Background: an optimization exercise with open tools, aiming at small area. Do not read the settings as production practice.
The RTL was checked by simulation tests, not by an equivalence proof against the original design.
Power and IR drop assume default switching activity.

## flow/run.sh

```bash
#!/bin/bash
set -euo pipefail
HERE=$(pwd)
FLOWDIR=$HERE/flow

# ORFS synth.tcl with the ABC script replaced by ours
sed -e "s#-script \$abc_script#-script $FLOWDIR/abc_area.script#" \
    $FLOW_HOME/scripts/synth_preamble.tcl > $HERE/my_synth_preamble.tcl
sed -e "s#source \$::env(SCRIPTS_DIR)/synth_preamble.tcl#source $HERE/my_synth_preamble.tcl#" \
    -e "s#extract_fa {\*}\[dont_use_extract_fa_args\]#extract_fa -fa#" \
    $FLOW_HOME/scripts/synth.tcl > $HERE/my_synth.tcl
grep -q "my_synth_preamble.tcl" $HERE/my_synth.tcl
grep -q "extract_fa -fa" $HERE/my_synth.tcl
grep -q "$FLOWDIR/abc_area.script" $HERE/my_synth_preamble.tcl
# The standard flow's synthesis script, sourcing the modified synth.tcl
sed -e "s#source \$::env(SCRIPTS_DIR)/synth.tcl#source $HERE/my_synth.tcl#" \
    $HERE/synth_recipe.tcl > $HERE/my_synth_recipe.tcl
grep -q "my_synth.tcl" $HERE/my_synth_recipe.tcl
# standard.sh with our synthesis script
sed -e "s#SYNTH_SCRIPT=[^ ]*#SYNTH_SCRIPT=$HERE/my_synth_recipe.tcl#" $HERE/standard.sh > $HERE/my_standard.sh
grep -q "my_synth_recipe.tcl" $HERE/my_standard.sh

export SYNTH_ARGS="-noabc"
export BUFFER_PORTS_ARGS="-buffer_cell sky130_fd_sc_hd__buf_1"
if [[ -s $FLOWDIR/cts_args.txt ]]; then
  export CTS_ARGS="$(cat $FLOWDIR/cts_args.txt)"
fi
bash $HERE/my_standard.sh > $HERE/standard.log 2>&1
```

## flow/abc_area.script

```
strash
dch -f
amap
strash
dch -f
amap
```

## flow/cts_args.txt

```
-sink_clustering_enable -repair_clock_nets -dont_use_dummy_load -buf_list sky130_fd_sc_hd__clkbuf_8 -sink_clustering_size 20 -sink_clustering_max_diameter 75
```

## standard.sh

```bash
#!/bin/bash
# synth_recipe.tcl (not shown) runs the flow's synth.tcl, then flattens the netlist and writes it again
# the make line also repeats each setting of config.mk as NAME=value (left out here)
make -C /OpenROAD-flow-scripts/flow DESIGN_CONFIG=/design/flow/config.mk WORK_HOME=/design/flow/orfs CLKGATE_MAP_FILE= SYNTH_SCRIPT=/design/flow/synth_recipe.tcl "${@:-finish}"
```

## config.mk

```make
export PLATFORM = sky130hd
export DESIGN_NAME = db_filter
export DESIGN_NICKNAME = db_filter
export VERILOG_FILES = /design/flow/design.v
export SDC_FILE = /design/flow/constraint.sdc
export NUM_CORES = 8
export LEC_CHECK = 0
export CAP_MARGIN = 20
export CORE_MARGIN = 2
export CORE_UTILIZATION = 65
export SETUP_SLACK_MARGIN = 0.1
export SLEW_MARGIN = 20
```

## constraint.sdc

```tcl
create_clock -name core_clock -period 9.0 [get_ports {clk}]
set_input_delay 1.8000 -clock core_clock [delete_from_list [all_inputs] [get_ports {clk}]]
set_output_delay 1.8000 -clock core_clock [all_outputs]
set_load 0.01 [all_outputs]
```

## design.v

```verilog
`timescale 1ns/100ps                                  
module db_tables ( idx, nalpha1, nts1, nbeta1, tc1, tc2, tc3 );
input  [5:0] idx;
output [7:0] nalpha1, nts1;
output [4:0] nbeta1, tc1, tc2, tc3;
reg    [7:0] nalpha1, nts1;
reg    [4:0] nbeta1, tc1, tc2, tc3;
always @(idx) begin
	case (idx)
	6'd0: begin nalpha1 = 8'd252; nts1 = 8'd253; nbeta1 = 5'd30; tc1 = 5'd0; tc2 = 5'd0; tc3 = 5'd0; end
	6'd1: begin nalpha1 = 8'd252; nts1 = 8'd253; nbeta1 = 5'd30; tc1 = 5'd0; tc2 = 5'd0; tc3 = 5'd0; end
	6'd2: begin nalpha1 = 8'd252; nts1 = 8'd253; nbeta1 = 5'd30; tc1 = 5'd0; tc2 = 5'd0; tc3 = 5'd0; end
	6'd3: begin nalpha1 = 8'd252; nts1 = 8'd253; nbeta1 = 5'd30; tc1 = 5'd0; tc2 = 5'd0; tc3 = 5'd0; end
	6'd4: begin nalpha1 = 8'd252; nts1 = 8'd253; nbeta1 = 5'd30; tc1 = 5'd0; tc2 = 5'd0; tc3 = 5'd0; end
	6'd5: begin nalpha1 = 8'd252; nts1 = 8'd253; nbeta1 = 5'd30; tc1 = 5'd0; tc2 = 5'd0; tc3 = 5'd0; end
	6'd6: begin nalpha1 = 8'd252; nts1 = 8'd253; nbeta1 = 5'd30; tc1 = 5'd0; tc2 = 5'd0; tc3 = 5'd0; end
	6'd7: begin nalpha1 = 8'd252; nts1 = 8'd253; nbeta1 = 5'd30; tc1 = 5'd0; tc2 = 5'd0; tc3 = 5'd0; end
	6'd8: begin nalpha1 = 8'd252; nts1 = 8'd253; nbeta1 = 5'd30; tc1 = 5'd0; tc2 = 5'd0; tc3 = 5'd0; end
	6'd9: begin nalpha1 = 8'd252; nts1 = 8'd253; nbeta1 = 5'd30; tc1 = 5'd0; tc2 = 5'd0; tc3 = 5'd0; end
	6'd10: begin nalpha1 = 8'd252; nts1 = 8'd253; nbeta1 = 5'd30; tc1 = 5'd0; tc2 = 5'd0; tc3 = 5'd0; end
	6'd11: begin nalpha1 = 8'd252; nts1 = 8'd253; nbeta1 = 5'd30; tc1 = 5'd0; tc2 = 5'd0; tc3 = 5'd0; end
	6'd12: begin nalpha1 = 8'd252; nts1 = 8'd253; nbeta1 = 5'd30; tc1 = 5'd0; tc2 = 5'd0; tc3 = 5'd0; end
	6'd13: begin nalpha1 = 8'd252; nts1 = 8'd253; nbeta1 = 5'd30; tc1 = 5'd0; tc2 = 5'd0; tc3 = 5'd0; end
	6'd14: begin nalpha1 = 8'd252; nts1 = 8'd253; nbeta1 = 5'd30; tc1 = 5'd0; tc2 = 5'd0; tc3 = 5'd0; end
	6'd15: begin nalpha1 = 8'd252; nts1 = 8'd253; nbeta1 = 5'd30; tc1 = 5'd0; tc2 = 5'd0; tc3 = 5'd0; end
	6'd16: begin nalpha1 = 8'd252; nts1 = 8'd253; nbeta1 = 5'd30; tc1 = 5'd0; tc2 = 5'd0; tc3 = 5'd0; end
	6'd17: begin nalpha1 = 8'd252; nts1 = 8'd253; nbeta1 = 5'd30; tc1 = 5'd0; tc2 = 5'd0; tc3 = 5'd1; end
	6'd18: begin nalpha1 = 8'd251; nts1 = 8'd253; nbeta1 = 5'd30; tc1 = 5'd0; tc2 = 5'd0; tc3 = 5'd1; end
	6'd19: begin nalpha1 = 8'd250; nts1 = 8'd253; nbeta1 = 5'd29; tc1 = 5'd0; tc2 = 5'd0; tc3 = 5'd1; end
	6'd20: begin nalpha1 = 8'd249; nts1 = 8'd253; nbeta1 = 5'd29; tc1 = 5'd0; tc2 = 5'd0; tc3 = 5'd1; end
	6'd21: begin nalpha1 = 8'd248; nts1 = 8'd252; nbeta1 = 5'd29; tc1 = 5'd0; tc2 = 5'd1; tc3 = 5'd1; end
	6'd22: begin nalpha1 = 8'd247; nts1 = 8'd252; nbeta1 = 5'd29; tc1 = 5'd0; tc2 = 5'd1; tc3 = 5'd1; end
	6'd23: begin nalpha1 = 8'd246; nts1 = 8'd252; nbeta1 = 5'd28; tc1 = 5'd1; tc2 = 5'd1; tc3 = 5'd1; end
	6'd24: begin nalpha1 = 8'd244; nts1 = 8'd251; nbeta1 = 5'd28; tc1 = 5'd1; tc2 = 5'd1; tc3 = 5'd1; end
	6'd25: begin nalpha1 = 8'd243; nts1 = 8'd251; nbeta1 = 5'd28; tc1 = 5'd1; tc2 = 5'd1; tc3 = 5'd1; end
	6'd26: begin nalpha1 = 8'd241; nts1 = 8'd251; nbeta1 = 5'd26; tc1 = 5'd1; tc2 = 5'd1; tc3 = 5'd1; end
	6'd27: begin nalpha1 = 8'd239; nts1 = 8'd250; nbeta1 = 5'd26; tc1 = 5'd1; tc2 = 5'd1; tc3 = 5'd2; end
	6'd28: begin nalpha1 = 8'd236; nts1 = 8'd249; nbeta1 = 5'd25; tc1 = 5'd1; tc2 = 5'd1; tc3 = 5'd2; end
	6'd29: begin nalpha1 = 8'd234; nts1 = 8'd249; nbeta1 = 5'd25; tc1 = 5'd1; tc2 = 5'd1; tc3 = 5'd2; end
	6'd30: begin nalpha1 = 8'd231; nts1 = 8'd248; nbeta1 = 5'd24; tc1 = 5'd1; tc2 = 5'd1; tc3 = 5'd2; end
	6'd31: begin nalpha1 = 8'd228; nts1 = 8'd247; nbeta1 = 5'd24; tc1 = 5'd1; tc2 = 5'd2; tc3 = 5'd3; end
	6'd32: begin nalpha1 = 8'd224; nts1 = 8'd246; nbeta1 = 5'd23; tc1 = 5'd1; tc2 = 5'd2; tc3 = 5'd3; end
	6'd33: begin nalpha1 = 8'd220; nts1 = 8'd245; nbeta1 = 5'd23; tc1 = 5'd2; tc2 = 5'd2; tc3 = 5'd3; end
	6'd34: begin nalpha1 = 8'd216; nts1 = 8'd244; nbeta1 = 5'd22; tc1 = 5'd2; tc2 = 5'd2; tc3 = 5'd4; end
	6'd35: begin nalpha1 = 8'd211; nts1 = 8'd243; nbeta1 = 5'd22; tc1 = 5'd2; tc2 = 5'd3; tc3 = 5'd4; end
	6'd36: begin nalpha1 = 8'd206; nts1 = 8'd242; nbeta1 = 5'd21; tc1 = 5'd2; tc2 = 5'd3; tc3 = 5'd4; end
	6'd37: begin nalpha1 = 8'd200; nts1 = 8'd240; nbeta1 = 5'd21; tc1 = 5'd3; tc2 = 5'd3; tc3 = 5'd5; end
	6'd38: begin nalpha1 = 8'd193; nts1 = 8'd239; nbeta1 = 5'd20; tc1 = 5'd3; tc2 = 5'd4; tc3 = 5'd6; end
	6'd39: begin nalpha1 = 8'd185; nts1 = 8'd237; nbeta1 = 5'd20; tc1 = 5'd3; tc2 = 5'd4; tc3 = 5'd6; end
	6'd40: begin nalpha1 = 8'd176; nts1 = 8'd234; nbeta1 = 5'd19; tc1 = 5'd4; tc2 = 5'd5; tc3 = 5'd7; end
	6'd41: begin nalpha1 = 8'd166; nts1 = 8'd232; nbeta1 = 5'd19; tc1 = 5'd4; tc2 = 5'd5; tc3 = 5'd8; end
	6'd42: begin nalpha1 = 8'd155; nts1 = 8'd229; nbeta1 = 5'd18; tc1 = 5'd4; tc2 = 5'd6; tc3 = 5'd9; end
	6'd43: begin nalpha1 = 8'd143; nts1 = 8'd226; nbeta1 = 5'd18; tc1 = 5'd5; tc2 = 5'd7; tc3 = 5'd10; end
	6'd44: begin nalpha1 = 8'd129; nts1 = 8'd223; nbeta1 = 5'd17; tc1 = 5'd6; tc2 = 5'd8; tc3 = 5'd11; end
	6'd45: begin nalpha1 = 8'd112; nts1 = 8'd218; nbeta1 = 5'd17; tc1 = 5'd6; tc2 = 5'd8; tc3 = 5'd13; end
	6'd46: begin nalpha1 = 8'd94; nts1 = 8'd214; nbeta1 = 5'd16; tc1 = 5'd7; tc2 = 5'd10; tc3 = 5'd14; end
	6'd47: begin nalpha1 = 8'd74; nts1 = 8'd209; nbeta1 = 5'd16; tc1 = 5'd8; tc2 = 5'd11; tc3 = 5'd16; end
	6'd48: begin nalpha1 = 8'd53; nts1 = 8'd204; nbeta1 = 5'd15; tc1 = 5'd9; tc2 = 5'd12; tc3 = 5'd18; end
	6'd49: begin nalpha1 = 8'd30; nts1 = 8'd198; nbeta1 = 5'd15; tc1 = 5'd10; tc2 = 5'd13; tc3 = 5'd20; end
	6'd50: begin nalpha1 = 8'd1; nts1 = 8'd191; nbeta1 = 5'd14; tc1 = 5'd11; tc2 = 5'd15; tc3 = 5'd23; end
	6'd51: begin nalpha1 = 8'd1; nts1 = 8'd191; nbeta1 = 5'd14; tc1 = 5'd13; tc2 = 5'd17; tc3 = 5'd25; end
	6'd52: begin nalpha1 = 8'd1; nts1 = 8'd191; nbeta1 = 5'd14; tc1 = 5'd13; tc2 = 5'd17; tc3 = 5'd25; end
	6'd53: begin nalpha1 = 8'd1; nts1 = 8'd191; nbeta1 = 5'd14; tc1 = 5'd13; tc2 = 5'd17; tc3 = 5'd25; end
	6'd54: begin nalpha1 = 8'd1; nts1 = 8'd191; nbeta1 = 5'd14; tc1 = 5'd13; tc2 = 5'd17; tc3 = 5'd25; end
	6'd55: begin nalpha1 = 8'd1; nts1 = 8'd191; nbeta1 = 5'd14; tc1 = 5'd13; tc2 = 5'd17; tc3 = 5'd25; end
	6'd56: begin nalpha1 = 8'd1; nts1 = 8'd191; nbeta1 = 5'd14; tc1 = 5'd13; tc2 = 5'd17; tc3 = 5'd25; end
	6'd57: begin nalpha1 = 8'd1; nts1 = 8'd191; nbeta1 = 5'd14; tc1 = 5'd13; tc2 = 5'd17; tc3 = 5'd25; end
	6'd58: begin nalpha1 = 8'd1; nts1 = 8'd191; nbeta1 = 5'd14; tc1 = 5'd13; tc2 = 5'd17; tc3 = 5'd25; end
	6'd59: begin nalpha1 = 8'd1; nts1 = 8'd191; nbeta1 = 5'd14; tc1 = 5'd13; tc2 = 5'd17; tc3 = 5'd25; end
	6'd60: begin nalpha1 = 8'd1; nts1 = 8'd191; nbeta1 = 5'd14; tc1 = 5'd13; tc2 = 5'd17; tc3 = 5'd25; end
	6'd61: begin nalpha1 = 8'd1; nts1 = 8'd191; nbeta1 = 5'd14; tc1 = 5'd13; tc2 = 5'd17; tc3 = 5'd25; end
	6'd62: begin nalpha1 = 8'd1; nts1 = 8'd191; nbeta1 = 5'd14; tc1 = 5'd13; tc2 = 5'd17; tc3 = 5'd25; end
	6'd63: begin nalpha1 = 8'd1; nts1 = 8'd191; nbeta1 = 5'd14; tc1 = 5'd13; tc2 = 5'd17; tc3 = 5'd25; end
	endcase
end
endmodule
module rca #(parameter W = 8) (a, b, ci, s, co);
input  [W-1:0] a, b;
input          ci;
output [W-1:0] s;
output         co;
wire   [W:0]   c;
assign c[0] = ci;
genvar i;
generate for (i = 0; i < W; i = i + 1) begin : bit_
	assign {c[i+1], s[i]} = a[i] + b[i] + c[i];
end endgenerate
assign co = c[W];
endmodule
module rcc #(parameter W = 8) (a, b, ci, co);
input  [W-1:0] a, b;
input          ci;
output         co;
wire   [W:0]   c;
assign c[0] = ci;
genvar i;
generate for (i = 0; i < W; i = i + 1) begin : bit_
	assign c[i+1] = (a[i] & b[i]) | (c[i] & (a[i] | b[i]));
end endgenerate
assign co = c[W];
endmodule
module beta_test (a, b, nbeta1, ok);
input  [7:0] a, b;
input  [4:0] nbeta1;
output       ok;
wire [7:0] d;
wire       co;
rca #(8) sub (.a(a), .b(~b), .ci(1'b1), .s(d), .co(co));
wire s = ~co;                         
wire [4:0] x = d[4:0] ^ {5{s}};       
wire c5;
rcc #(5) cmp (.a(x), .b(nbeta1), .ci(s), .co(c5));
assign ok = ~c5 & (d[7:5] == {3{s}});
endmodule
module line_pre ( pix, en, nalpha1, nts1, nbeta1, tc0_l, ntc0_l, tc_c,
                  edge_on, ap, aq, con_s, dm, clip_l, clip_c, difp, difq );
input  [63:0] pix;       
input         en;        
input  [7:0]  nalpha1;   
input  [7:0]  nts1;      
input  [4:0]  nbeta1;    
input  [4:0]  tc0_l;     
input  [5:0]  ntc0_l;    
input  [4:0]  tc_c;      
output        edge_on, ap, aq, con_s;
output [5:0]  dm;
output        clip_l, clip_c;
output [5:0]  difp, difq;
wire [7:0] p2 = pix[55:48], p1 = pix[47:40], p0 = pix[39:32];
wire [7:0] q0 = pix[31:24], q1 = pix[23:16], q2 = pix[15:8];
wire [8:0] e;                                    
wire       e_co;
rca #(8) sub_e (.a(q0), .b(~p0), .ci(1'b1), .s(e[7:0]), .co(e_co));
assign e[8] = ~e_co;
wire       e_s = e[8];
wire [7:0] e_x = e[7:0] ^ {8{e_s}};
wire ca, cs;
rcc #(8) cmp_a (.a(e_x), .b(nalpha1), .ci(e_s), .co(ca));
rcc #(8) cmp_s (.a(e_x), .b(nts1),    .ci(e_s), .co(cs));
assign con_s = ~cs;
wire b_p1, b_q1;
beta_test bt_p1 (.a(p1), .b(p0), .nbeta1(nbeta1), .ok(b_p1));
beta_test bt_q1 (.a(q1), .b(q0), .nbeta1(nbeta1), .ok(b_q1));
beta_test bt_p2 (.a(p2), .b(p0), .nbeta1(nbeta1), .ok(ap));
beta_test bt_q2 (.a(q2), .b(q0), .nbeta1(nbeta1), .ok(aq));
assign edge_on = en & ~ca & b_p1 & b_q1;
wire [8:0] u;                                    
wire       u_co;
rca #(8) sub_u (.a(p1), .b(~q1), .ci(1'b1), .s(u[7:0]), .co(u_co));
assign u[8] = ~u_co;
wire [9:0] w;
wire       w_co;
rca #(10) add_w (.a({e_s, e}), .b({u[8], u[8], u[8], u[8:2]}), .ci(1'b1), .s(w), .co(w_co));
wire [8:0] delta = w[9:1];
wire       s     = delta[8];
wire [7:0] y     = delta[7:0] ^ {8{s}};    
wire       big   = |y[7:5];                
assign dm = {s, delta[4:0]};
wire [4:0] dd;
wire       dc;
rca #(5) sub_d (.a(y[4:0]), .b(~tc0_l), .ci(s), .s(dd), .co(dc));
assign clip_l = big | (dc & ((~ap & ~aq) | ((ap ^ aq) & (|dd)) | (ap & aq & (|dd[4:1]))));
wire cc5;
rcc #(5) cmp_c (.a(y[4:0]), .b(~tc_c), .ci(s), .co(cc5));
assign clip_c = big | cc5;
wire [8:0] a_c;
rca #(8) add_a (.a(p0), .b(q0), .ci(1'b1), .s(a_c[7:0]), .co(a_c[8]));
wire [7:0] avg = a_c[8:1];
p1_pre pp (.x2(p2), .x1(p1), .avg(avg), .tc0(tc0_l), .ntc0(ntc0_l), .dif(difp));
p1_pre pq (.x2(q2), .x1(q1), .avg(avg), .tc0(tc0_l), .ntc0(ntc0_l), .dif(difq));
endmodule
module p1_pre (x2, x1, avg, tc0, ntc0, dif);
input  [7:0] x2, x1, avg;
input  [4:0] tc0;
input  [5:0] ntc0;
output [5:0] dif;
wire [7:0] h_s;
wire       h_co;
rca #(8) add_h (.a(x2), .b(avg), .ci(1'b0), .s(h_s), .co(h_co));
wire [7:0] h = {h_co, h_s[7:1]};
wire [7:0] t;
wire       t_co;
rca #(8) sub_t (.a(h), .b(~x1), .ci(1'b1), .s(t), .co(t_co));
wire       t_s  = ~t_co;
wire [7:0] t_y  = t ^ {8{t_s}};
wire       c5;
rcc #(5) cmp (.a(t_y[4:0]), .b(~tc0), .ci(t_s), .co(c5));
wire       clip = (|t_y[7:5]) | c5;
assign dif = clip ? (t_s ? ntc0 : {1'b0, tc0}) : t[5:0];
endmodule
module add_clip (x, z, ci, y);
input  [7:0] x;
input  [5:0] z;
input        ci;
output [7:0] y;
wire [4:0] lo;
wire       c5;
rca #(5) add_lo (.a(x[4:0]), .b(z[4:0]), .ci(ci), .s(lo), .co(c5));
wire [2:0] xh  = x[7:5];
wire [2:0] inc = {xh[2] ^ (xh[1] & xh[0]), xh[1] ^ xh[0], ~xh[0]};
wire [2:0] dec = {xh[2] ^ (~xh[1] & ~xh[0]), ~(xh[1] ^ xh[0]), ~xh[0]};
wire       sg  = z[5];
wire [2:0] hi  = (sg == c5) ? xh : (c5 ? inc : dec);
wire       ovf = ~sg & c5 & (&xh);
wire       unf = sg & ~c5 & ~(|xh);
assign y = ({hi, lo} | {8{ovf}}) & ~{8{unf}};
endmodule
module add_wrap (x, z, y);
input  [7:0] x;
input  [5:0] z;
output [7:0] y;
wire [4:0] lo;
wire       c5;
rca #(5) add_lo (.a(x[4:0]), .b(z[4:0]), .ci(1'b0), .s(lo), .co(c5));
wire [2:0] xh  = x[7:5];
wire [2:0] inc = {xh[2] ^ (xh[1] & xh[0]), xh[1] ^ xh[0], ~xh[0]};
wire [2:0] dec = {xh[2] ^ (~xh[1] & ~xh[0]), ~(xh[1] ^ xh[0]), ~xh[0]};
wire       sg  = z[5];
wire [2:0] hi  = (sg == c5) ? xh : (c5 ? inc : dec);
assign y = {hi, lo};
endmodule
module line_post ( pix, edge_on, ap, aq, con_s, dm, clip_l, clip_c, difp, difq,
                   t0, t1, t2, tcc, norm, strongf, chroma, pix_o );
input  [63:0] pix;       
input         edge_on;   
input         ap, aq;    
input         con_s;     
input  [5:0]  dm;        
input         clip_l;    
input         clip_c;    
input  [5:0]  difp, difq;  
input  [4:0]  t0, t1, t2;  
input  [4:0]  tcc;       
input         norm;      
input         strongf;   
input         chroma;
output [63:0] pix_o;
wire [7:0] p3 = pix[63:56], p2 = pix[55:48], p1 = pix[47:40], p0 = pix[39:32];
wire [7:0] q0 = pix[31:24], q1 = pix[23:16], q2 = pix[15:8],  q3 = pix[7:0];
wire luma = ~chroma;
wire fn   = edge_on & norm;
wire fs   = edge_on & strongf;
wire sp   = fs & ap & con_s & luma;
wire sq   = fs & aq & con_s & luma;
wire [4:0] tc_l = (ap & aq) ? t2 : ((ap | aq) ? t1 : t0);
wire [4:0] tcs  = chroma ? tcc : tc_l;
wire       clip = chroma ? clip_c : clip_l;
wire       s    = dm[5];
wire [5:0] z    = fn ? {s, (clip ? (tcs ^ {5{s}}) : dm[4:0])} : 6'd0;
wire       zc   = fn & clip & s;
wire [7:0] p0n, q0n;
add_clip ac_p0 (.x(p0), .z(z),  .ci(zc),  .y(p0n));
add_clip ac_q0 (.x(q0), .z(~z), .ci(~zc), .y(q0n));
wire [7:0] p1n, q1n;
add_wrap aw_p1 (.x(p1), .z((fn & ap & luma) ? difp : 6'd0), .y(p1n));
add_wrap aw_q1 (.x(q1), .z((fn & aq & luma) ? difq : 6'd0), .y(q1n));
wire [8:0] pq1, ep, eq;
rca #(8) add_pq1 (.a(p1), .b(q1), .ci(1'b0), .s(pq1[7:0]), .co(pq1[8]));
rca #(8) add_ep  (.a(p1), .b(p0), .ci(1'b1), .s(ep[7:0]),  .co(ep[8]));
rca #(8) add_eq  (.a(q1), .b(q0), .ci(1'b1), .s(eq[7:0]),  .co(eq[8]));
wire [9:0] cc;
rca #(9) add_c (.a(ep), .b(eq), .ci(1'b0), .s(cc[8:0]), .co(cc[9]));
wire [7:0] p0s, p1s, p2s, q0s, q1s, q2s, p0c, q0c;
strong_side ssp (.x3(p3), .x2(p2), .y0(q0), .e(ep), .pq1(pq1), .cc(cc), .y0s(p0s), .y1s(p1s), .y2s(p2s), .y0c(p0c));
strong_side ssq (.x3(q3), .x2(q2), .y0(p0), .e(eq), .pq1(pq1), .cc(cc), .y0s(q0s), .y1s(q1s), .y2s(q2s), .y0c(q0c));
wire [7:0] p0o = fs ? (sp ? p0s : p0c) : p0n;
wire [7:0] q0o = fs ? (sq ? q0s : q0c) : q0n;
wire [7:0] p1o = sp ? p1s : p1n;
wire [7:0] q1o = sq ? q1s : q1n;
wire [7:0] p2o = sp ? p2s : p2;
wire [7:0] q2o = sq ? q2s : q2;
assign pix_o = {p3, p2o, p1o, p0o, q0o, q1o, q2o, q3};
endmodule
module strong_side (x3, x2, y0, e, pq1, cc, y0s, y1s, y2s, y0c);
input  [7:0] x3, x2, y0;
input  [8:0] e, pq1;
input  [9:0] cc;
output [7:0] y0s, y1s, y2s, y0c;
wire [8:0] f;
rca #(8) add_f (.a(x2), .b(y0), .ci(1'b0), .s(f[7:0]), .co(f[8]));
wire [9:0] s;
rca #(9) add_s (.a(e), .b(f), .ci(1'b1), .s(s[8:0]), .co(s[9]));
assign y1s = s[9:2];
wire [10:0] t0;
rca #(10) add_0 (.a(s), .b(cc), .ci(1'b0), .s(t0[9:0]), .co(t0[10]));
assign y0s = t0[10:3];
wire [8:0] m;
rca #(8) add_m (.a(x3), .b(x2), .ci(1'b1), .s(m[7:0]), .co(m[8]));
wire [10:0] t2;
rca #(10) add_2 (.a(s), .b({m, 1'b0}), .ci(1'b0), .s(t2[9:0]), .co(t2[10]));
assign y2s = t2[10:3];
wire [9:0] x;
rca #(9) add_x (.a(e), .b(pq1), .ci(1'b1), .s(x[8:0]), .co(x[9]));
assign y0c = x[9:2];
endmodule
module db_filter ( clk,
					 rst, 
					 bs_luma,
					 bs_chroma_1, 
					 bs_chroma_2, 
                     qp1_i, qp2_i,
					 select,
					 p3_1_i, p2_1_i, p1_1_i, p0_1_i, q0_1_i, q1_1_i, q2_1_i, q3_1_i,
                     p3_2_i, p2_2_i, p1_2_i, p0_2_i, q0_2_i, q1_2_i, q2_2_i, q3_2_i,
                     p3_3_i, p2_3_i, p1_3_i, p0_3_i, q0_3_i, q1_3_i, q2_3_i, q3_3_i,
                     p3_4_i, p2_4_i, p1_4_i, p0_4_i, q0_4_i, q1_4_i, q2_4_i, q3_4_i,
					 p3_1_o, p2_1_o, p1_1_o, p0_1_o, q0_1_o, q1_1_o, q2_1_o, q3_1_o,
                     p3_2_o, p2_2_o, p1_2_o, p0_2_o, q0_2_o, q1_2_o, q2_2_o, q3_2_o,
                     p3_3_o, p2_3_o, p1_3_o, p0_3_o, q0_3_o, q1_3_o, q2_3_o, q3_3_o,
                     p3_4_o, p2_4_o, p1_4_o, p0_4_o, q0_4_o, q1_4_o, q2_4_o, q3_4_o
                    );
input clk;
input rst;
input [2:0] bs_luma;
input [2:0] bs_chroma_1;
input [2:0] bs_chroma_2;
input [5:0] qp1_i, qp2_i;
input select;                  
input [7:0] p3_1_i, p2_1_i, p1_1_i, p0_1_i, q0_1_i, q1_1_i, q2_1_i, q3_1_i;
input [7:0] p3_2_i, p2_2_i, p1_2_i, p0_2_i, q0_2_i, q1_2_i, q2_2_i, q3_2_i;
input [7:0] p3_3_i, p2_3_i, p1_3_i, p0_3_i, q0_3_i, q1_3_i, q2_3_i, q3_3_i;
input [7:0] p3_4_i, p2_4_i, p1_4_i, p0_4_i, q0_4_i, q1_4_i, q2_4_i, q3_4_i;
output [7:0] p3_1_o, p2_1_o, p1_1_o, p0_1_o, q0_1_o, q1_1_o, q2_1_o, q3_1_o;
output [7:0] p3_2_o, p2_2_o, p1_2_o, p0_2_o, q0_2_o, q1_2_o, q2_2_o, q3_2_o;
output [7:0] p3_3_o, p2_3_o, p1_3_o, p0_3_o, q0_3_o, q1_3_o, q2_3_o, q3_3_o;
output [7:0] p3_4_o, p2_4_o, p1_4_o, p0_4_o, q0_4_o, q1_4_o, q2_4_o, q3_4_o;
wire [6:0] qpav1 = qp1_i + qp2_i + 7'd1;
wire [5:0] index = qpav1[6:1];
wire [255:0] pix_i = {p3_1_i, p2_1_i, p1_1_i, p0_1_i, q0_1_i, q1_1_i, q2_1_i, q3_1_i,
                      p3_2_i, p2_2_i, p1_2_i, p0_2_i, q0_2_i, q1_2_i, q2_2_i, q3_2_i,
                      p3_3_i, p2_3_i, p1_3_i, p0_3_i, q0_3_i, q1_3_i, q2_3_i, q3_3_i,
                      p3_4_i, p2_4_i, p1_4_i, p0_4_i, q0_4_i, q1_4_i, q2_4_i, q3_4_i};
reg [255:0] pix_1;
reg [5:0]   index_1;
reg [2:0]   bsl_1, bsc1_1, bsc2_1;
always @(posedge clk or negedge rst) begin
	if(!rst) begin
		pix_1   <= 0;
		index_1 <= 0;
		bsl_1   <= 0;
		bsc1_1  <= 0;
		bsc2_1  <= 0;
	end
	else begin
		pix_1   <= pix_i;
		index_1 <= index;
		bsl_1   <= bs_luma;
		bsc1_1  <= bs_chroma_1;
		bsc2_1  <= bs_chroma_2;
	end
end
wire       en = index_1[5] | index_1[4];      
wire [7:0] nalpha1, nts1;
wire [4:0] nbeta1, tc1, tc2, tc3;
db_tables tab (.idx(index_1), .nalpha1(nalpha1), .nts1(nts1), .nbeta1(nbeta1), .tc1(tc1), .tc2(tc2), .tc3(tc3));
wire [4:0] tc0_l  = bsl_1[1]  ? (bsl_1[0]  ? tc3 : tc2) : tc1;
wire [4:0] tc0_c1 = bsc1_1[1] ? (bsc1_1[0] ? tc3 : tc2) : tc1;
wire [4:0] tc0_c2 = bsc2_1[1] ? (bsc2_1[0] ? tc3 : tc2) : tc1;
wire [5:0] ntc0_l = 6'd0 - {1'b0, tc0_l};
wire [4:0] tc_c1  = tc0_c1 + 5'd1;
wire [4:0] tc_c2  = tc0_c2 + 5'd1;
wire [3:0] edge_on, ap, aq, con_s, clip_lm, clip_cm;
wire [23:0] dm, difp, difq;
line_pre pre1 (.pix(pix_1[255:192]), .en(en), .nalpha1(nalpha1), .nts1(nts1), .nbeta1(nbeta1), .tc0_l(tc0_l), .ntc0_l(ntc0_l), .tc_c(tc_c1),
               .edge_on(edge_on[3]), .ap(ap[3]), .aq(aq[3]), .con_s(con_s[3]), .dm(dm[23:18]), .clip_l(clip_lm[3]), .clip_c(clip_cm[3]), .difp(difp[23:18]), .difq(difq[23:18]));
line_pre pre2 (.pix(pix_1[191:128]), .en(en), .nalpha1(nalpha1), .nts1(nts1), .nbeta1(nbeta1), .tc0_l(tc0_l), .ntc0_l(ntc0_l), .tc_c(tc_c1),
               .edge_on(edge_on[2]), .ap(ap[2]), .aq(aq[2]), .con_s(con_s[2]), .dm(dm[17:12]), .clip_l(clip_lm[2]), .clip_c(clip_cm[2]), .difp(difp[17:12]), .difq(difq[17:12]));
line_pre pre3 (.pix(pix_1[127:64]),  .en(en), .nalpha1(nalpha1), .nts1(nts1), .nbeta1(nbeta1), .tc0_l(tc0_l), .ntc0_l(ntc0_l), .tc_c(tc_c2),
               .edge_on(edge_on[1]), .ap(ap[1]), .aq(aq[1]), .con_s(con_s[1]), .dm(dm[11:6]),  .clip_l(clip_lm[1]), .clip_c(clip_cm[1]), .difp(difp[11:6]),  .difq(difq[11:6]));
line_pre pre4 (.pix(pix_1[63:0]),    .en(en), .nalpha1(nalpha1), .nts1(nts1), .nbeta1(nbeta1), .tc0_l(tc0_l), .ntc0_l(ntc0_l), .tc_c(tc_c2),
               .edge_on(edge_on[0]), .ap(ap[0]), .aq(aq[0]), .con_s(con_s[0]), .dm(dm[5:0]),    .clip_l(clip_lm[0]), .clip_c(clip_cm[0]), .difp(difp[5:0]),    .difq(difq[5:0]));
wire norm_l    = (bsl_1  == 3'd1) | (bsl_1  == 3'd2) | (bsl_1  == 3'd3);
wire norm_c1   = (bsc1_1 == 3'd1) | (bsc1_1 == 3'd2) | (bsc1_1 == 3'd3);
wire norm_c2   = (bsc2_1 == 3'd1) | (bsc2_1 == 3'd2) | (bsc2_1 == 3'd3);
wire strong_l  = (bsl_1  == 3'd4);
wire strong_c1 = (bsc1_1 == 3'd4);
wire strong_c2 = (bsc2_1 == 3'd4);
reg [255:0] pix_2;
reg [3:0]   edge_on_2, ap_2, aq_2, con_s_2, clip_l_2, clip_c_2;
reg [23:0]  dm_2, difp_2, difq_2;
reg [4:0]   tc0_l_2, tc_c1_2, tc_c2_2;
reg         norm_l_2, norm_c1_2, norm_c2_2, strong_l_2, strong_c1_2, strong_c2_2;
always @(posedge clk or negedge rst) begin
	if(!rst) begin
		pix_2      <= 0;
		edge_on_2  <= 0;
		ap_2       <= 0;
		aq_2       <= 0;
		con_s_2    <= 0;
		clip_l_2   <= 0;
		clip_c_2   <= 0;
		dm_2       <= 0;
		difp_2     <= 0;
		difq_2     <= 0;
		tc0_l_2    <= 0;
		tc_c1_2    <= 0;
		tc_c2_2    <= 0;
		norm_l_2   <= 0;
		norm_c1_2  <= 0;
		norm_c2_2  <= 0;
		strong_l_2 <= 0;
		strong_c1_2<= 0;
		strong_c2_2<= 0;
	end
	else begin
		pix_2      <= pix_1;
		edge_on_2  <= edge_on;
		ap_2       <= ap;
		aq_2       <= aq;
		con_s_2    <= con_s;
		clip_l_2   <= clip_lm;
		clip_c_2   <= clip_cm;
		dm_2       <= dm;
		difp_2     <= difp;
		difq_2     <= difq;
		tc0_l_2    <= tc0_l;
		tc_c1_2    <= tc_c1;
		tc_c2_2    <= tc_c2;
		norm_l_2   <= norm_l;
		norm_c1_2  <= norm_c1;
		norm_c2_2  <= norm_c2;
		strong_l_2 <= strong_l;
		strong_c1_2<= strong_c1;
		strong_c2_2<= strong_c2;
	end
end
wire [4:0] t1 = tc0_l_2 + 5'd1;
wire [4:0] t2 = tc0_l_2 + 5'd2;
wire norm_a   = select ? norm_c1_2   : norm_l_2;
wire norm_b   = select ? norm_c2_2   : norm_l_2;
wire strong_a = select ? strong_c1_2 : strong_l_2;
wire strong_b = select ? strong_c2_2 : strong_l_2;
wire [255:0] pix_o;
line_post post1 (.pix(pix_2[255:192]), .edge_on(edge_on_2[3]), .ap(ap_2[3]), .aq(aq_2[3]), .con_s(con_s_2[3]), .dm(dm_2[23:18]), .clip_l(clip_l_2[3]), .clip_c(clip_c_2[3]),
                 .difp(difp_2[23:18]), .difq(difq_2[23:18]), .t0(tc0_l_2), .t1(t1), .t2(t2), .tcc(tc_c1_2), .norm(norm_a), .strongf(strong_a), .chroma(select), .pix_o(pix_o[255:192]));
line_post post2 (.pix(pix_2[191:128]), .edge_on(edge_on_2[2]), .ap(ap_2[2]), .aq(aq_2[2]), .con_s(con_s_2[2]), .dm(dm_2[17:12]), .clip_l(clip_l_2[2]), .clip_c(clip_c_2[2]),
                 .difp(difp_2[17:12]), .difq(difq_2[17:12]), .t0(tc0_l_2), .t1(t1), .t2(t2), .tcc(tc_c1_2), .norm(norm_a), .strongf(strong_a), .chroma(select), .pix_o(pix_o[191:128]));
line_post post3 (.pix(pix_2[127:64]),  .edge_on(edge_on_2[1]), .ap(ap_2[1]), .aq(aq_2[1]), .con_s(con_s_2[1]), .dm(dm_2[11:6]),  .clip_l(clip_l_2[1]), .clip_c(clip_c_2[1]),
                 .difp(difp_2[11:6]),  .difq(difq_2[11:6]),  .t0(tc0_l_2), .t1(t1), .t2(t2), .tcc(tc_c2_2), .norm(norm_b), .strongf(strong_b), .chroma(select), .pix_o(pix_o[127:64]));
line_post post4 (.pix(pix_2[63:0]),    .edge_on(edge_on_2[0]), .ap(ap_2[0]), .aq(aq_2[0]), .con_s(con_s_2[0]), .dm(dm_2[5:0]),    .clip_l(clip_l_2[0]), .clip_c(clip_c_2[0]),
                 .difp(difp_2[5:0]),   .difq(difq_2[5:0]),   .t0(tc0_l_2), .t1(t1), .t2(t2), .tcc(tc_c2_2), .norm(norm_b), .strongf(strong_b), .chroma(select), .pix_o(pix_o[63:0]));
assign {p3_1_o, p2_1_o, p1_1_o, p0_1_o, q0_1_o, q1_1_o, q2_1_o, q3_1_o,
        p3_2_o, p2_2_o, p1_2_o, p0_2_o, q0_2_o, q1_2_o, q2_2_o, q3_2_o,
        p3_3_o, p2_3_o, p1_3_o, p0_3_o, q0_3_o, q1_3_o, q2_3_o, q3_3_o,
        p3_4_o, p2_4_o, p1_4_o, p0_4_o, q0_4_o, q1_4_o, q2_4_o, q3_4_o} = pix_o;
endmodule
```

==> flow_summary.json, run 1 <==
{
  "vias": 36300,
  "cts-root-buf": "clkbuf_8",
  "cts_max_path_buffers": 3,
  "hpwl_mm": 120,
  "clock.fmax_ghz": 0.115,
  "drive_gt1_frac": 0.0528,
  "synth-seq-area-share": 0.338,
  "ff2ff_path_depth": 24,
  "dr.first_iter.drc_count": 3905,
  "grt_max_degree": 173,
  "leakage_uw": 0.0200,
  "path_clk_slew_ps": 120,
  "multi_input_area_mm2": 0.0297,
  "ys_warn_count": 2,
  "synth.avg_cell_area_um2": 11.4,
  "utilization": 0.715,
  "hold_buffers": 0,
  "area.sequential_mm2": 0.0161,
  "synthArstFlopShare": 1.00,
  "instances_no_fill": 5739,
  "synthesis.instances": 4194,
  "holdPathStages": 0,
  "start_util": 0.655,
  "core_area_mm2": 0.0728,
  "busiest_layer": "met2",
  "reg2reg_from": "pix_1[17]$_DFF_PN0_",
  "reg2reg_slack_ps": 580,
  "routed_wl_mm": 145,
  "worstPathMaxFanout": 4,
  "die-area_mm2": 0.0756,
  "cts.sinks": 644,
  "placed_area_mm2": 0.0510,
  "grt_pass1_wl_mm": 220,
  "ant_nets": 0,
  "worst_pin_slew_ps": 1280,
  "placedCellCount": 5675,
  "place_congestion": 1.00,
  "design_area_mm2": 0.0521,
  "holdPathEnd": "pix_2[1]$_DFF_PN0_",
  "wl_per_cell_um": 25.3,
  "holdCritPathClass": "reg -> reg",
  "min_period_ps": 8730,
  "status": "timing/DRC/antenna clean",
  "globalRouteOverflowTotal": 0,
  "cap_violations": 0,
  "synth-main-ff-cell": "dfrtp_1",
  "grtUsageMet2": 0.608,
  "use_met3": 0.0782,
  "timing.rr.end": "clip_l_2[0]$_DFF_PN0_",
  "synth_top_area_share": 0.373,
  "worstPathRequired_ps": 7200,
  "numPortBuffers": 535,
  "tns_ps": 0,
  "yosys_register_bits": 644,
  "yosysUniqueCellTypes": 49,
  "slew_headroom": 0.145,
  "synth_fp_nets": 5363,
  "fin_worst_skew_ps": 76.5,
  "htreeDepth": 2,
  "rsz0062_at_grt": "yes",
  "irDropWorstVdd_uv": 203,
  "finalHoldViolCount": 0,
  "setup_viol": 0,
  "use_met1": 0.565,
  "dr.pass1.iters": 7,
  "cts_tree": "done",
  "hp-start": "pix_1[1]$_DFF_PN0_",
  "syn-cell-area_mm2": 0.0477,
  "critical_path_class": "reg -> out",
  "clk_latency_ps": 720,
  "startpoint_type": "register",
  "antenna_found_initial": 3,
  "io_pins": 536,
  "powerDensity_mw_per_mm2": 227,
  "fin_nets": 5947,
  "timing.hold.ws_ps": 298,
  "worst_ep_arrival_time_ps": 6930,
  "end_kind": "primary output",
  "grt.total_usage": 0.396,
  "final.fill_count": 5295,
  "cts_buffers": 45,
  "die_h_um": 275,
  "maxSlewViolCount": 0,
  "area_growth_pct": 9.15,
  "core.rowCount": 99,
  "ys_top_cells_by_area": "fa_1, dfrtp_1, nor2_1",
  "grt_pass1_vias": 37100,
  "synth_edf_count": 0,
  "drc": 0,
  "fp.dieW_um": 275,
  "synth_area_leader_cell": "fa_1",
  "finalCritPeriodShare": 0.970,
  "vias_per_cell": 6.32
}
[logic make-up after synthesis]
logic type	Yosys count	synth area share
compound gates	1124	0.152
flops	644	0.338
buf+inv	545	0.0479
fa+ha+maj	889	0.373
simple gates	992	0.0892
[stage by stage]
step	setup slack, ps	total power [µW]
after CTS	43.5	11600
after detailed placement	349	10200
after global placement	449	9920
after global routing	76.4	12800
final	270	11800
after floorplan	654	8250
[per-layer routing]
| metal | part of all wire | routed length (µm) |
|---|---|---|
| met1 | 0.39 | 56700 |
| met2 | 0.47 | 68100 |
| met3 | 0.093 | 13500 |
| met4 | 0.048 | 7030 |
| met5 | 0 | 0 |
[timing repair]
item | 4_1_cts | 5_1_grt
endpoints found under the hold margin | 0 | 0
setup buffers | 5 | 10
resized for setup | 39 | 92
pin swaps | 4 | 20
endpoints found under the setup margin | 17 | 42
[flip-flops by register name, summed over array words and instances, names as in the netlist, 3 cells and up]
| signal | count |
|---|---|
| index_1 | 6 |
| pix_1 | 256 |
| dm_2 | 24 |
| clip_l_2 | 4 |
| bsl_1 | 3 |
| tc0_l_2 | 5 |
| aq_2 | 4 |
| tc_c1_2 | 5 |
| difp_2 | 24 |
| edge_on_2 | 4 |
| tc_c2_2 | 5 |
| pix_2 | 256 |
| difq_2 | 24 |
| clip_c_2 | 4 |
| bsc2_1 | 3 |
| ap_2 | 4 |
| bsc1_1 | 3 |
| con_s_2 | 4 |
[how the worst max path moves through the flow]
stage | startpoint | endpoint | slack, ps | cells after the start
4_1_cts | pix_2[112]$_DFF_PN0_ | p0_3_o[6] | 40 | 16
6_report | pix_2[208]$_DFF_PN0_ | p0_1_o[6] | 270 | 16
3_3_place_gp | select | q0_2_o[6] | 450 | 18
2_1_floorplan | select | q0_3_o[0] | 650 | 8
3_5_place_dp | select | q0_2_o[2] | 350 | 18
5_1_grt | pix_2[40]$_DFF_PN0_ | q0_4_o[6] | 80 | 17
[synthesized netlist by cell type, drive strengths merged (3+ instances only)]
cell type  number
a2111oi         5
a211oi         38
a21oi         225
a221o           7
a221oi         38
a222oi         31
a22o           89
a22oi          82
a31oi          25
a41oi          13
and2            9
and3            3
and4            3
buf            64
clkinv        481
dfrtp         644
fa            889
nand2         225
nand3          10
nand4           4
nor2          530
nor2b          77
nor3           52
nor4           32
o211ai          8
o21a            8
o21ai         288
o21bai          3
o221ai         21
o22a           18
o22ai         186
o31ai           6
o32ai          16
o41ai           3
or2            30
or3            10
[area by class of cell]
| cell class | count | share of cell area |
|---|---|---|
| timing repair buffer | 601 | 0.0496 |
| inverter | 481 | 0.0349 |
| multi-input combinational | 3005 | 0.571 |
| antenna | 4 | 0.000192 |
| clock buffer | 45 | 0.0119 |
| sequential | 644 | 0.309 |
| tap | 959 | 0.0230 |
[power breakdown]
| part | internal (µW) | switching, µW |
|---|---|---|
| combinational | 2960 | 3990 |
| clock | 448 | 908 |
| sequential | 3200 | 302 |
| total | 6600 | 5200 |
[worst max-delay path, stage by stage (launching register included)]
cell and delay, ps:
dfrtp_1 400, clkinv_1 130, nand2_1 130, fa_2 490, fa_1 460, fa_1 420
fa_2 470, fa_1 450, fa_1 480, fa_2 420, fa_2 430, fa_1 480
fa_1 450, fa_1 550, a22oi_2 100, o21ai_2 190, buf_2 170
[cells in the final DEF, fill, tap and decap left out, types with 28 or more instances in the layout]
master    netlist  layout
buf_1           0     526
nand2_1       225     224
a211oi_1       38      34
a21oi_1       225     223
o22ai_1       186     180
fa_1          889     823
nor3_1         52      52
dfrtp_1       644     644
a22oi_1        82      76
fa_2            0      66
a22o_1         89      89
a221oi_1       38      38
clkbuf_8        0      45
buf_4          64      60
a222oi_1       31      31
nor2b_1        77      77
or2_0          30      28
o21ai_0       288     280
nor2_1        530     518
clkinv_1      481     459
==> run 2, diff against run 1 <==
==> flow/cts_args.txt (replaced) <==
-sink_clustering_enable -repair_clock_nets -dont_use_dummy_load -buf_list sky130_fd_sc_hd__clkbuf_8 -sink_clustering_size 18 -sink_clustering_max_diameter 70
==> flow_summary.json, run 2 <==
{
  "status": "timing/DRC/antenna clean",
  "startpoint_type": "register",
  "area_growth_pct": 9.20,
  "layout_common_cells": "fa_1, dfrtp_1, buf_1",
  "cts_buffers": 51,
  "yosysMostFrequentCell": "fa_1",
  "grt_pass1_wl_mm": 221,
  "ys_warn_count": 2,
  "numPortBuffers": 535,
  "vias_per_cell": 6.31,
  "critical_path_class": "reg -> out",
  "grt_pass1_vias": 37200,
  "synthArstFlopShare": 1.00,
  "reg2reg_from": "pix_1[17]$_DFF_PN0_",
  "fin_worst_skew_ps": 84.2,
  "drive_gt1_frac": 0.0524,
  "crit_buf_inv": 2,
  "yosys_register_bits": 644,
  "vias": 36200,
  "htreeDepth": 2,
  "synth-main-ff-cell": "dfrtp_1",
  "worst_pin_slew_ps": 1230,
  "rsz0062_at_grt": "yes",
  "io_pins": 536,
  "grt_max_degree": 173,
  "cts_tree": "done",
  "fp.dieW_um": 275,
  "timing.rr.end": "clip_l_2[0]$_DFF_PN0_",
  "core.rowCount": 99,
  "synth_edf_count": 0,
  "finalCritPeriodShare": 0.970,
  "yosys-top-cells-count": "fa_1, dfrtp_1, nor2_1",
  "cts_max_path_buffers": 3,
  "hp-start": "pix_1[1]$_DFF_PN0_",
  "drc": 0,
  "final.fill_count": 5292,
  "synthesis.instances": 4194,
  "cts-root-buf": "clkbuf_8",
  "ant_nets": 0,
  "start_util": 0.655,
  "maxSlewViolCount": 0,
  "cap_violations": 0,
  "leakage_uw": 0.0200,
  "synth_fp_nets": 5363,
  "ys_top_cells_by_area": "fa_1, dfrtp_1, nor2_1",
  "yosysUniqueCellTypes": 49,
  "powerDensity_mw_per_mm2": 228,
  "top_regs": "pix_1 (256), pix_2 (256)",
  "fin_nets": 5946,
  "core_area_mm2": 0.0728,
  "grt.total_usage": 0.396,
  "reg2reg_slack_ps": 570,
  "holdPathStages": 0,
  "routed_wl_mm": 145,
  "timing.hold.ws_ps": 316,
  "design_area_mm2": 0.0521,
  "clk_latency_ps": 740,
  "slew_headroom": 0.182,
  "cpMaxStageDelayCell": "fa_1",
  "die-area_mm2": 0.0756,
  "hold_buffers": 0,
  "synth-seq-area-share": 0.338,
  "wl_per_cell_um": 25.3,
  "dr.pass1.iters": 7,
  "finalHoldViolCount": 0,
  "worstPathMaxFanout": 5,
  "antenna_found_initial": 2,
  "place_congestion": 1.00,
  "synth_area_leader_cell": "fa_1",
  "clock.fmax_ghz": 0.115,
  "irDropWorstVdd_uv": 171,
  "worstPathRequired_ps": 7200,
  "ff2ff_path_depth": 24,
  "tns_ps": 0,
  "syn-cell-area_mm2": 0.0477,
  "dr.first_iter.drc_count": 3934,
  "min_period_ps": 8730,
  "path_clk_slew_ps": 110,
  "placed_area_mm2": 0.0510,
  "critPathMaxStageDelay_ps": 570,
  "die_h_um": 275,
  "cts.sinks": 644,
  "path_cells": "clkinv_2 -> nand2_1 -> fa_2 -> fa_2 -> fa_2 -> fa_1 -> fa_1 -> fa_1 -> fa_1 -> fa_1 -> fa_1 -> fa_1 -> fa_1 -> a22oi_2 -> o22ai_2 -> buf_1",
  "worst_path_most_repeated_cell": "fa_1",
  "hpwl_mm": 120,
  "holdCritPathClass": "reg -> reg",
  "globalRouteOverflowTotal": 0,
  "cpLargestDelayFamily": "adder cells",
  "worst_ep_arrival_time_ps": 6930,
  "layout_commonest_cell": "fa_1",
  "holdPathEnd": "pix_2[1]$_DFF_PN0_",
  "setup_viol": 0,
  "synth_top_area_share": 0.373,
  "synth.avg_cell_area_um2": 11.4,
  "end_kind": "primary output"
}
-- run 2: cell count changes in the layout (fill, tap and decap cells not counted), sizes merged --
cell	previous run	this run
buf	594	589
diode	4	3
clkinv	466	467
clkbuf	52	56
inv	15	14
-- run 2: repair_timing --
action                     CTS  global route
buffers inserted             3             5
setup endpoints to repair   18            43
gates resized for setup     41            89
gates cloned                 0             0
pin swaps                    5            14
-- run 2: how the worst max path moves through the flow --
stage | start | endpoint | depth (start not counted)
floorplan | select | q0_3_o[0] | 8
global placement | select | q0_2_o[6] | 18
detailed placement | select | q0_2_o[2] | 18
CTS | pix_2[96]$_DFF_PN0_ | p0_3_o[6] | 17
global route | pix_2[168]$_DFF_PN0_ | p0_2_o[6] | 16
finish | pix_2[88]$_DFF_PN0_ | p0_3_o[6] | 16
-- run 2: final cells by class --
cell class              count  area, µm²  share of cell area
repair buffers            594       2530              0.0486
multi-input cells        3005      29700               0.571
inverters                 481       1820              0.0348
flip-flops and latches    644      16100               0.309
clock buffers              51        702              0.0135
diodes                      3       7.51            0.000144
well taps                 959       1200              0.0230
-- run 2: through the flow --
stage	cells	total power (µW)	utilization	worst slack, ps
2_1_floorplan	4194	8250	-	654
3_3_place_gp	5675	9920	0.701	449
3_5_place_dp	5675	10200	0.701	349
4_1_cts	5729	11600	0.712	85.8
5_1_grt	5736	12800	0.715	66.6
6_report	5737	11900	0.715	274
-- run 2: worst reg2reg max path: cells and delay by family, from the launching register on --
kind                     cells  cell delay, ps
AO/OA/AOI/OAI                5             590
adder cells (fa/ha/maj)     15            6480
buffers and inverters        2             340
flip-flops                   1             490
AND/OR/NAND/NOR              2             430
-- run 2: routing by layer --
metal,part of all wire,GRT usage,up-vias
li1,-,-,15400
met1,0.39,0.562,18300
met2,0.47,0.608,2101
met3,0.094,0.0817,380
met4,0.048,0.166,0
met5,0,0,-
-- run 2: cell families after synthesis --
family | after synthesis | synth area share
compound gates | 1124 | 0.152
fa+ha+maj | 889 | 0.373
buf+inv | 545 | 0.0479
flops | 644 | 0.338
simple gates | 992 | 0.0892
-- run 2: report_power, final --
group,internal (µW),leakage (µW),switching [µW]
Combinational,2950,0.0121,3990
Sequential,3200,0.00756,301
Clock,504,0.000367,933
==> run 3, diff against run 2 <==
--- a/config.mk
+++ b/config.mk
@@ -10,2 +10,3 @@
 export CORE_UTILIZATION = 65
+export GPL_TIMING_DRIVEN = 0
 export SETUP_SLACK_MARGIN = 0.1
==> flow_summary.json, run 3 <==
{
  "end_kind": "primary output",
  "placedCellCount": 5746,
  "numPortBuffers": 535,
  "p_int_uw": 6650,
  "yosysMostFrequentCell": "fa_1",
  "synth.avg_cell_area_um2": 11.4,
  "holdPathStages": 0,
  "ys_warn_count": 2,
  "vias_per_cell": 6.23,
  "layout_common_cells": "fa_1, dfrtp_1, buf_1",
  "dr.pass1.iters": 19,
  "final.fill_count": 5193,
  "synth-seq-area-share": 0.338,
  "reg2reg_slack_ps": 530,
  "hold_buffers": 0,
  "routed_wl_mm": 145,
  "die-area_mm2": 0.0756,
  "die_h_um": 275,
  "p_switching_uw": 5190,
  "grt.total_usage": 0.393,
  "grt_pass1_vias": 36800,
  "htreeDepth": 2,
  "grt_pass1_wl_mm": 218,
  "cts_buffers": 48,
  "instances_no_fill": 5815,
  "cap_violations": 0,
  "finalCritPeriodShare": 0.980,
  "synth_fa_ha_area_frac": 0.373,
  "pwr-share-seq": 0.295,
  "met3_length_mm": 13.0,
  "grt_max_degree": 38,
  "fin_worst_skew_ps": 64.0,
  "place_congestion": 0.975,
  "ant_nets": 0,
  "synth_edf_count": 0,
  "path_clk_slew_ps": 110,
  "ys_top_cells_by_area": "fa_1, dfrtp_1, nor2_1",
  "drive_gt1_frac": 0.0734,
  "setup_viol": 0,
  "top_regs": "pix_1 (256), pix_2 (256)",
  "route.met2.wl_mm": 68.7,
  "ff2ff_path_depth": 23,
  "multi_input_area_mm2": 0.0299,
  "leakage_uw": 0.0205,
  "powerDensity_mw_per_mm2": 223,
  "power.share.clock": 0.119,
  "fp.dieW_um": 275,
  "startpoint_type": "register",
  "slew_headroom": 0.107,
  "tns_ps": 0,
  "cts_max_path_buffers": 3,
  "holdPathEnd": "pix_2[132]$_DFF_PN0_",
  "top_layer": "met5",
  "cts.sinks": 644,
  "holdCritPathClass": "reg -> reg",
  "synth_area_leader_cell": "fa_1",
  "synthArstFlopShare": 1.00,
  "finalHoldViolCount": 0,
  "core_area_mm2": 0.0728,
  "worst_ep_arrival_time_ps": 7020,
  "synth_xor_area_frac": 0,
  "min_period_ps": 8820,
  "wl_met1_mm": 56.6,
  "irDropWorstVdd_uv": 185,
  "rsz0062_at_grt": "yes",
  "synth_fp_nets": 5363,
  "hpwl_mm": 121,
  "synthSimpleGateAreaFrac": 0.0892,
  "clk_latency_ps": 720,
  "core.rowCount": 99,
  "layout_commonest_cell": "fa_1",
  "synth_top_family_by_area": "adder cells",
  "fin_ws_ps": 182,
  "vias": 36200,
  "worst_pin_slew_ps": 1330,
  "worstPathMaxFanout": 5,
  "antenna_found_initial": 4,
  "fin_nets": 6024,
  "reg2reg_from": "pix_1[145]$_DFF_PN0_",
  "status": "timing/DRC/antenna clean",
  "clock.fmax_ghz": 0.113,
  "syn-cell-area_mm2": 0.0477,
  "worstPathRequired_ps": 7200,
  "yosys_register_bits": 644,
  "hp-start": "pix_1[132]$_DFF_PN0_",
  "synth_top_area_share": 0.373,
  "utilization": 0.729,
  "critical_path_class": "reg -> out",
  "yosysUniqueCellTypes": 49,
  "cts-root-buf": "clkbuf_8",
  "cts_tree": "done",
  "pre_cts_slack_ps": -1830,
  "yosys-top-cells-count": "fa_1, dfrtp_1, nor2_1",
  "wl_per_cell_um": 25.0,
  "globalRouteOverflowTotal": 0,
  "start_util": 0.655,
  "timing.rr.end": "clip_l_2[2]$_DFF_PN0_",
  "synth.mux.area_fraction": 0,
  "synth_compound_area_frac": 0.152,
  "area_growth_pct": 11.2,
  "maxSlewViolCount": 0,
  "switching_share": 0.438,
  "dr.first_iter.drc_count": 3931,
  "combPwrFrac": 0.587,
  "synthesis.instances": 4194,
  "area.sequential_mm2": 0.0161,
  "timing.hold.ws_ps": 313,
  "io_pins": 536,
  "synth-main-ff-cell": "dfrtp_1",
  "drc": 0
}
-- run 3: repair_timing --
| action | in CTS | in global routing |
|---|---|---|
| setup endpoints to repair | 98 | 65 |
| gates resized for setup | 83 | 87 |
| pin swaps | 15 | 22 |
| buffers inserted | 9 | 9 |
-- run 3: worst max-delay path by stage --
stage	start	end	cells past startpoint
4_1_cts	pix_2[88]$_DFF_PN0_	p0_3_o[6]	17
3_3_place_gp	rst	pix_1[134]$_DFF_PN0_	1
6_report	pix_2[144]$_DFF_PN0_	q0_2_o[6]	16
2_1_floorplan	select	q0_3_o[0]	8
3_5_place_dp	select	p0_4_o[2]	20
5_1_grt	pix_2[224]$_DFF_PN0_	q0_1_o[6]	16
-- run 3: metrics by stage --
step	area (µm²)	power, µW
final	53100	11800
after global routing	53100	12700
after CTS	52800	11600
after detailed placement	51900	10200
after global placement	50900	9820
after floorplan	47700	8250
-- run 3: per-layer routing --
metal / GRT usage / vias up
met2: 0.606 / 1889
met1: 0.558 / 18300
met3: 0.0779 / 389
met4: 0.161 / 2
li1: - / 15600
met5: 0 / -
-- run 3: cells by family (layout without fill, tap and decap cells) --
group                      after synthesis  in the layout
AOI/OAI and AO/OA                     1124           1124
adders and majority gates              889            889
buffers and inverters                  545           1204
DFF                                    644            644
other                                    0              3
and+or+nand+nor                        992            992
-- run 3: final cells by class --
cell class / count / share of cell area
clock buffer: 48 / 0.0124
multi-input combinational: 3005 / 0.563
antenna: 3 / 0.000141
inverter: 481 / 0.0346
buffer: 64 / 0.00905
timing repair buffer: 611 / 0.0549
tap: 959 / 0.0226
sequential: 644 / 0.304
-- run 3: critical path, cell delays in order (launching register included) --
cell and delay (ps):
dfrtp_1 410, inv_2 110, nand2_2 80, fa_2 360
fa_1 400, fa_1 630, fa_2 520, fa_2 410
fa_1 460, fa_1 490, fa_1 490, fa_2 430
fa_1 450, fa_1 510, a22oi_1 110, o21ai_1 270
buf_2 200
-- run 3: power groups by stage --
stage	Combinational, µW	Sequential (µW)	Clock, µW
final	6940	3490	1400
after global routing	7700	3530	1520
after CTS	6720	3490	1430
after detailed placement	6620	3550	0
after global placement	6270	3550	0
after floorplan	4820	3430	0
==> run 4, diff against run 3 <==
--- a/config.mk
+++ b/config.mk
@@ -9,5 +9,3 @@
 export CORE_MARGIN = 2
-export CORE_UTILIZATION = 65
-export GPL_TIMING_DRIVEN = 0
-export SETUP_SLACK_MARGIN = 0.1
+export CORE_UTILIZATION = 50
 export SLEW_MARGIN = 20
==> flow_summary.json, run 4 <==
{
  "grt_pass1_wl_mm": 232,
  "use_met1": 0.472,
  "critPathMaxStageDelay_ps": 600,
  "antenna_found_initial": 2,
  "worstPathMaxFanout": 5,
  "reg2reg_slack_ps": 660,
  "ys_warn_count": 2,
  "cts_buffers": 52,
  "grt_max_degree": 150,
  "holdCritPathClass": "reg -> reg",
  "fin_worst_skew_ps": 66.9,
  "setup_viol": 0,
  "utilization": 0.555,
  "worst_ep_arrival_time_ps": 7010,
  "drive_gt1_frac": 0.0511,
  "status": "timing/DRC/antenna clean",
  "ant_nets": 0,
  "cts.sinks": 644,
  "busiest_layer": "met2",
  "hold_buffers": 0,
  "die_h_um": 313,
  "start_util": 0.504,
  "cts_max_path_buffers": 3,
  "drc": 0,
  "design_area_mm2": 0.0526,
  "htreeDepth": 2,
  "die-area_mm2": 0.0979,
  "synth-main-ff-cell": "dfrtp_1",
  "layout_commonest_cell": "fa_1",
  "synth.avg_cell_area_um2": 11.4,
  "vias_per_cell": 5.72,
  "synth_edf_count": 0,
  "finalHoldViolCount": 0,
  "end_kind": "primary output",
  "cap_violations": 0,
  "place_congestion": 0.957,
  "clk_latency_ps": 790,
  "maxSlewViolCount": 0,
  "yosysMostFrequentCell": "fa_1",
  "wl_per_cell_um": 25.1,
  "io_pins": 536,
  "min_period_ps": 8810,
  "cpMaxStageDelayCell": "fa_1",
  "path_clk_slew_ps": 110,
  "use_met3": 0.0406,
  "grt_pass1_vias": 36400,
  "worstPathRequired_ps": 7200,
  "dr.first_iter.drc_count": 3113,
  "grt.total_usage": 0.320,
  "worst_pin_slew_ps": 1110,
  "grtUsageMet2": 0.505,
  "routed_wl_mm": 152,
  "synthesis.instances": 4194,
  "area_growth_pct": 10.2,
  "slew_headroom": 0.257,
  "cts-root-buf": "clkbuf_8",
  "layout_common_cells": "fa_1, dfrtp_1, buf_1",
  "globalRouteOverflowTotal": 0,
  "hpwl_mm": 127,
  "yosysUniqueCellTypes": 49,
  "critical_path_class": "reg -> out",
  "synth-seq-area-share": 0.338,
  "core.rowCount": 113,
  "worst_path_most_repeated_cell": "fa_1",
  "yosys-top-cells-count": "fa_1, dfrtp_1, nor2_1",
  "yosys_register_bits": 644,
  "ys_top_cells_by_area": "fa_1, dfrtp_1, nor2_1",
  "clock.fmax_ghz": 0.114,
  "leakage_uw": 0.0201,
  "path_cells": "clkinv_2 -> nor2_2 -> fa_1 -> fa_1 -> fa_2 -> fa_1 -> fa_1 -> fa_1 -> fa_1 -> fa_2 -> fa_1 -> fa_1 -> fa_1 -> a22oi_2 -> o22ai_2 -> buf_1",
  "cts_tree": "done",
  "vias": 34700,
  "synthArstFlopShare": 1.00,
  "numPortBuffers": 535,
  "synth_fp_nets": 5363,
  "top_regs": "pix_1 (256), pix_2 (256)",
  "syn-cell-area_mm2": 0.0477,
  "synth_top_area_share": 0.373,
  "tns_ps": 0,
  "synth_area_leader_cell": "fa_1",
  "dr.pass1.iters": 9,
  "fin_nets": 5965,
  "powerDensity_mw_per_mm2": 226,
  "final.fill_count": 8374,
  "finalCritPeriodShare": 0.978,
  "irDropWorstVdd_uv": 148,
  "placed_area_mm2": 0.0515,
  "core_area_mm2": 0.0947,
  "startpoint_type": "register",
  "fp.dieW_um": 313
}
## run 4: cell count changes in the layout (fill, tap and decap cells not counted), moves of 5 or more
cell      previous run  this run
buf_4               90        71
nor2_2              14         9
nor2_1             511       519
clkinv_1           447       470
buf_6                9         2
buf_2               21         1
buf_12              21         4
a211oi_1            32        37
inv_2               23         6
## run 4: per-stage QoR
stage / setup slack (ps) / hold WS [ps] / cells / power [µW]
floorplan: 654 / 331 / 4194 / 8250
global placement: 433 / 331 / 5988 / 10100
detailed placement: 346 / 335 / 5988 / 10200
CTS: -25.4 / 307 / 6050 / 11800
global route: -8.29 / 305 / 6061 / 13000
finish: 194 / 307 / 6062 / 11900
## run 4: layer usage
layer / part of all wire / up-vias
met4: 0.032 / 0
met2: 0.48 / 1325
met3: 0.061 / 232
li1: - / 15500
met1: 0.43 / 17600
met5: 0 / -
## run 4: kinds of logic (layout without fill, tap and decap cells)
family / Yosys count / in the layout / synth area share
adder cells (fa/ha/maj): 889 / 889 / 0.373
buffers and inverters: 545 / 1145 / 0.0479
AND/OR/NAND/NOR: 992 / 992 / 0.0892
flip-flops: 644 / 644 / 0.338
AO/OA/AOI/OAI: 1124 / 1124 / 0.152
other: 0 / 3 / 0
## run 4: power by group
part           leakage [µW]  internal [µW]  switching (µW)  total, µW
logic                0.0121           2960            3960       6920
registers           0.00756           3200             305       3500
clock network      0.000374            513             956       1470
total                0.0201           6670            5220      11900
## run 4: layout make-up
class	count	area, µm²	area share
repair buffers	612	2650	0.0504
diodes	3	7.51	0.000143
multi-input cells	3005	29700	0.565
inverters	481	1810	0.0345
flip-flops and latches	644	16100	0.307
well taps	1265	1580	0.0301
clock buffers	52	716	0.0136
## run 4: path summary, 6_finish.rpt
kind / to / start / cells after the start
worst max-delay path: p0_4_o[6] / pix_2[24]$_DFF_PN0_ / 16
worst min-delay path: pix_2[197]$_DFF_PN0_ / pix_1[197]$_DFF_PN0_ / 0
worst max register to register: clip_l_2[0]$_DFF_PN0_ / pix_1[17]$_DFF_PN0_ / 24
worst min register to register: pix_2[197]$_DFF_PN0_ / pix_1[197]$_DFF_PN0_ / 0
max in group asynchronous: pix_2[63]$_DFF_PN0_ / rst / 3
min in group asynchronous: pix_2[66]$_DFF_PN0_ / rst / 1
## run 4: critical path: cells and delay by family (launching register included)
family	cells	cell delay [ps]
compound gates	2	210
fa+ha+maj	11	5180
buf+inv	2	280
flops	1	370
simple gates	1	180
## run 4: what timing repair did
action                                  in CTS  in global routing
pin swaps                                   11                 14
gates resized for setup                     41                 62
setup buffers                               10                  9
endpoints found under the setup margin      13                 31
hold endpoints to repair                     0                  0

==> separate check: timing with driven ports <==
How much do the figures lean on ideal ports? The routed layouts below were timed once more, with nothing changed but the port constraints.
Step 1 (the two cells are an assumption about what drives the block):
set clk [get_ports {clk}]
set_driving_cell -lib_cell sky130_fd_sc_hd__clkbuf_16 $clk
set_driving_cell -lib_cell sky130_fd_sc_hd__buf_2 [delete_from_list [all_inputs] $clk]
Step 2 adds t to the input delays and takes it off the output delays; t is the mean of the earliest and latest rising clock arrival at the registers after step 1. Input paths then give back, and output paths get back, about the clock's delay inside the block.
Three values: ideal, step 1, step 2; two values: the first two.
| run | shift t [ns] | slack for setup (ns) | worst hold slack (ns) | latest minus earliest clock arrival (ns) |
|---|---|---|---|---|
| run 1 | 0.738 | 0.270 / 0.199 / 0.293 | 0.298 / 0.298 / 0.298 | 0.103 / 0.103 |
| run 2 | 0.753 | 0.274 / 0.205 / 0.337 | 0.316 / 0.316 / 0.316 | 0.116 / 0.116 |
| run 3 | 0.757 | 0.182 / 0.111 / 0.113 | 0.313 / 0.313 / 0.313 | 0.064 / 0.064 |
| run 4 | 0.816 | 0.194 / 0.124 / 0.275 | 0.307 / 0.307 / 0.307 | 0.089 / 0.089 |
After both steps every run listed still meets setup and hold. For run 3, which loses most, drivers alone change the setup slack by -0.071 ns; drivers and shift together by -0.069 ns.
